Context: an optimization exercise on an open-source flow, tuned for small area. The choices shown serve that exercise and are no tape-out recipe.
The RTL was checked by simulation tests, not by an equivalence proof against the original design.
The clock port is modelled as an ideal driver, which makes a skipped or thinned clock tree look cheaper than it is; a real chip needs a root buffer or a tree.
No activity file was given, so power comes from the tool's default toggle rates.

==> flow/design.v <==
module reuleaux(input logic clk, input logic rst_n, input logic [2:0] colour,
                input logic [7:0] centre_x, input logic [6:0] centre_y, input logic [7:0] diameter,
                input logic start, output logic done,
                output logic [7:0] vga_x, output logic [6:0] vga_y,
                output logic [2:0] vga_colour, output logic vga_plot);
     logic       dflt;       
     logic [1:0] circ;       
     logic       ini;        
     logic [2:0] oct;        
     logic [2:0] bc;         
     logic [7:0] ox, oy, m;  
     logic       ms;         
     logic [6:0] srx, sry;   
     logic [1:0] dl;         
     logic       c1, c2, ca, cb, cx_c, cy_c, cm;       
     logic       gl, gh, gy;                           
     logic       lb;         
     logic clr, idle, b0, b7, o0, o1, o7;
     assign clr  = (circ == 2'd3) & !oct[2];
     assign idle = (circ == 2'd3) & oct[2];
     assign b0  = (bc == 3'd0);
     assign b7  = (bc == 3'd7);
     assign o0  = !ini && (oct == 3'd0);    
     assign o1  = !ini && (oct == 3'd1);
     assign o7  = !ini && (oct == 3'd7);
     logic [2:0] bn;
     logic k80, k80n, dn, xb, yb, d0, hb;
     assign bn   = bc + 3'd1;
     assign k80  = (bc == 3'd4) | (bc == 3'd6);             
     assign k80n = (bn == 3'd4) | (bn == 3'd6);
     assign dn = dflt ? k80n : diameter[bn];              
     assign xb = dflt ? k80 : centre_x[bc];
     assign yb = b7 ? 1'b0 : (dflt ? ((bc >= 3'd2) & (bc <= 3'd5)) : centre_y[bc]);    
     assign d0 = !dflt & diameter[0];
     assign hb = b7 ? 1'b0 : dn;          
     logic x1b, x2b, k1, k2, ta, tb, ty, yc, y1b;
     assign k1  = b0 ? d0 : c1;
     assign x1b = xb ^ hb ^ k1;
     assign k2  = b0 ? 1'b1 : c2;
     assign x2b = xb ^ ~hb ^ k2;
     assign ta  = b0 ? 1'b0 : dl[1];                      
     assign ty  = yb ^ ta ^ (ca & !b0);
     assign tb  = (bc >= 3'd3) & !dflt & diameter[{1'b0, bn[1:0]}];    
     assign yc  = cb & !b0;
     assign y1b = b7 ? 1'b0 : (ty ^ tb ^ yc ^ ((bc == 3'd6) & d0));    
     logic cxb, cyb, lob, hib;
     always_comb begin
          case (circ)
               2'd0: begin cxb = x1b; cyb = y1b; end
               2'd1: begin cxb = x2b; cyb = y1b; end
               default: begin cxb = xb; cyb = (bc == 3'd0) | (bc == 3'd1) | (bc == 3'd2) | (bc == 3'd4); end   
          endcase
     end
     assign lob = (circ == 2'd1) ? xb : x2b;
     assign hib = (circ == 2'd0) ? xb : x1b;
     logic ab, bb, sx, sy, kx, ky, pxb, pyb, ax, by;
     assign sx  = oct[1];
     assign sy  = oct[2];
     assign ab  = oct[0] ? oy[0] : ox[0];
     assign bb  = oct[0] ? ox[0] : oy[0];
     assign ax  = ab ^ sx;
     assign by  = bb ^ sy;
     assign kx  = b0 ? sx : cx_c;
     assign ky  = b0 ? sy : cy_c;
     assign pxb = cxb ^ ax ^ kx;
     assign pyb = cyb ^ by ^ ky;
     logic gl_n, gh_n, gy_n, lp_n, yp, yq;
     assign gl_n = (pxb ^ lob) ? pxb : (b0 | gl);           
     assign gh_n = (pxb ^ hib) ? hib : (b0 | gh);           
     assign yp   = circ[1] ? pyb : y1b;
     assign yq   = circ[1] ? y1b : pyb;
     assign gy_n = (yp ^ yq) ? yp : (b0 | gy);              
     assign lp_n = (ox[0] ^ oy[0]) ? ox[0] : (b0 | lb);     
     logic x_on, y_on, y_23, draw_ok;
     assign x_on = !pxb | (!srx[6] & !srx[5]);                     
     assign y_on = !pyb & !(sry[6] & sry[5] & sry[4] & sry[3]);    
     assign y_23 = pyb | sry[6] | sry[5] | (sry[4] & (sry[3] | (sry[2] & sry[1] & sry[0])));
     assign draw_ok = (circ != 2'd3) && b7 && !ini && x_on && y_on && gl_n && gh_n && gy_n && (lp_n || !o0) && (circ[1] || y_23);
     logic c_on, lz;
     assign c_on = (!bc[0] | (!srx[6] & !srx[5])) & !(sry[6] & sry[5] & sry[4] & sry[3]);
     assign lz   = bc[0] && (srx == 7'd1) && (sry == 7'd0);
     assign vga_x      = {clr ? bc[0] : pxb, srx};
     assign vga_y      = sry;
     assign vga_colour = clr ? 3'b000 : colour;
     assign vga_plot   = clr ? c_on : draw_ok;
     assign done       = idle;
     logic kc, kb, oy_n, ox_n, mop, mk, m_n, mc;
     assign kc   = o7 & (b0 | cm);
     assign kb   = o7 & (b0 ? ms : lb);
     assign oy_n = oy[0] ^ kc;
     assign ox_n = ox[0] ^ kb;
     assign mop  = o1 ? !oy[0] : (o0 & ms & ox[0]);
     assign mk   = b0 ? (o1 & (d0 ^ oy[0])) : (cm & !o7);
     assign m_n  = m[0] ^ mop ^ mk;
     assign mc   = (m[0] & mop) | (mk & (m[0] ^ mop));
     always_ff @(posedge clk) begin
          bc   <= bc + 3'd1;
          dl   <= {dl[0], dn};
          c1   <= (xb & hb) | (k1 & (xb ^ hb));
          c2   <= (xb & ~hb) | (k2 & (xb ^ ~hb));
          ca   <= (yb & ta) | ((ca & !b0) & (yb ^ ta));
          cb   <= (ty & tb) | (yc & (ty ^ tb));
          cx_c <= (cxb & ax) | (kx & (cxb ^ ax));
          cy_c <= (cyb & by) | (ky & (cyb ^ by));
          gl   <= gl_n;
          gh   <= gh_n;
          gy   <= gy_n;
          lb   <= o7 ? (!ox[0] & kb) : lp_n;
          cm   <= o7 ? (oy[0] & kc) : mc;
          oy   <= {ini ? 1'b0 : oy_n, oy[7:1]};
          ox   <= {ini ? (b0 ? d0 : dl[0]) : ox_n, ox[7:1]};
          m    <= {ini ? hb : m_n, m[7:1]};
          if (ini) ms <= 1'b0;
          else if (b7) ms <= ms ^ o1 ^ mc;
          srx  <= {clr ? sry[0] : pxb, srx[6:1]};
          sry  <= {clr ? !(srx[0] ^ srx[1] ^ srx[2] ^ sry[5]) : pyb, sry[6:1]};
          if (!rst_n) begin
               dflt   <= 1'b1;
               circ   <= 2'd3;
               oct[2] <= 1'b0;
               bc     <= 3'd0;
               srx    <= 7'd0;
               sry    <= 7'd0;
          end else if (idle) begin
               if (start) begin
                    dflt <= 1'b0;
                    circ <= 2'd0;
                    ini  <= 1'b1;
                    oct  <= 3'd0;
                    bc   <= 3'd0;
               end
          end else if (clr) begin
               if (lz) begin
                    circ <= 2'd0;
                    ini  <= 1'b1;
                    oct  <= 3'd0;
                    bc   <= 3'd0;
               end
          end else if (b7) begin
               if (ini) begin
                    ini <= 1'b0;
               end else if (oct == 3'd0 && !lp_n) begin
                    circ <= circ + 2'd1;
                    if (circ == 2'd2) oct <= 3'b100;
                    else ini <= 1'b1;
               end else begin
                    oct <= oct + 3'd1;
               end
          end
     end
endmodule
clock: 18.0 ns
lec_check: 0
cap_margin: 20
core_margin: 2
core_utilization: 40
slew_margin: 20
standard.sh (not shown) runs the stock make flow with config.mk's settings and CLKGATE_MAP_FILE= SYNTH_SCRIPT=/design/flow/synth_recipe.tcl, a recipe that flattens the netlist after the stock synthesis.
==> flow/flow/run.sh <==
#!/bin/bash
# The standard layout (standard.sh), with three changes:
#  - synthesis maps the logic with an area-oriented ABC script (flow/abc_area.script)
#    and leaves adders to ABC instead of mapping them to full-adder cells first;
#    registers are mapped exactly as in the standard synthesis;
#  - the port buffers are the smallest buffer cell;
#  - the clock tree is built by flow/cts.tcl in place of TritonCTS: one root
#    buffer and four leaf buffers, one per quarter of the registers.
# Each step's output goes to its own log file here.
set -euo pipefail
rm -rf synth_scripts
cp -r "$FLOW_HOME/scripts" synth_scripts
cp flow/abc_area.script synth_scripts/abc_speed.script
bash standard.sh "SCRIPTS_DIR=$PWD/synth_scripts" 'ADDER_MAP_FILE=' synth > standard_synth.log 2>&1
B='BUFFER_PORTS_ARGS=-buffer_cell sky130_fd_sc_hd__buf_1'
bash standard.sh "$B" place > standard_place.log 2>&1
RDIR="$PWD/orfs/results/$FLOW_PLATFORM/reuleaux/base" LEAVES=4 LEAFBUF=sky130_fd_sc_hd__clkbuf_8 \
  ROOTBUF=sky130_fd_sc_hd__clkbuf_4 openroad -exit flow/cts.tcl > cts.log 2>&1
bash standard.sh "$B" finish > standard_finish.log 2>&1
Other scripts of this flow, unchanged in this note and not shown: flow/flow/abc_area.script, flow/flow/cts.tcl
The baseline ran to the end with no violations.
Next try:
--- a/flow/design.v
+++ b/flow/design.v
@@ -83,5 +83,5 @@
      assign vga_y      = sry;
      assign vga_colour = clr ? 3'b000 : colour;
-     assign vga_plot   = clr ? c_on : draw_ok;
+     assign vga_plot   = rst_n && (clr ? c_on : draw_ok);    
      assign done       = idle;
      logic kc, kb, oy_n, ox_n, mop, mk, m_n, mc;
What happened: Final area grows by 0.40%. Wire length came out lower by about 1.3%. Total power stays flat. Sequential cell count does not change. Hold slack got worse by 0.0052 ns. Worst setup slack gets worse by 0.31 ns. Global-route usage falls by 0.31 points. Final cell count came out higher by 1.6%.
In every run of this note, the design's own scripts or RTL, not TritonCTS, make the clock network.

[static timing again, ports no longer ideal]
How much do the figures lean on ideal ports? The routed layouts below were timed once more, with nothing changed but the port constraints. Step 1, drivers: a clkbuf_16 drives clk and a buf_2 each remaining input, both assumed. Step 2 moves the port delays by t, midway between the first and last clock arrival at a register: inputs arrive t later, outputs are due t later. That takes back most of the time a late clock gives input paths. Slacks: ideal ports / drivers / drivers and shift; pairs: ideal ports / drivers.
run | t, ns | slack for setup (ns) | worst slew at a driven data input, ns
the first run | 0.397 | 6.726 / 6.706 / 6.706 | 0.04
the second run | 0.395 | 6.417 / 6.393 / 6.393 | 0.04
After both steps setup and hold are still met in every run listed. The setup slack of the second run, which loses most, moves by -0.024 ns with the drivers and by -0.024 ns with both steps.
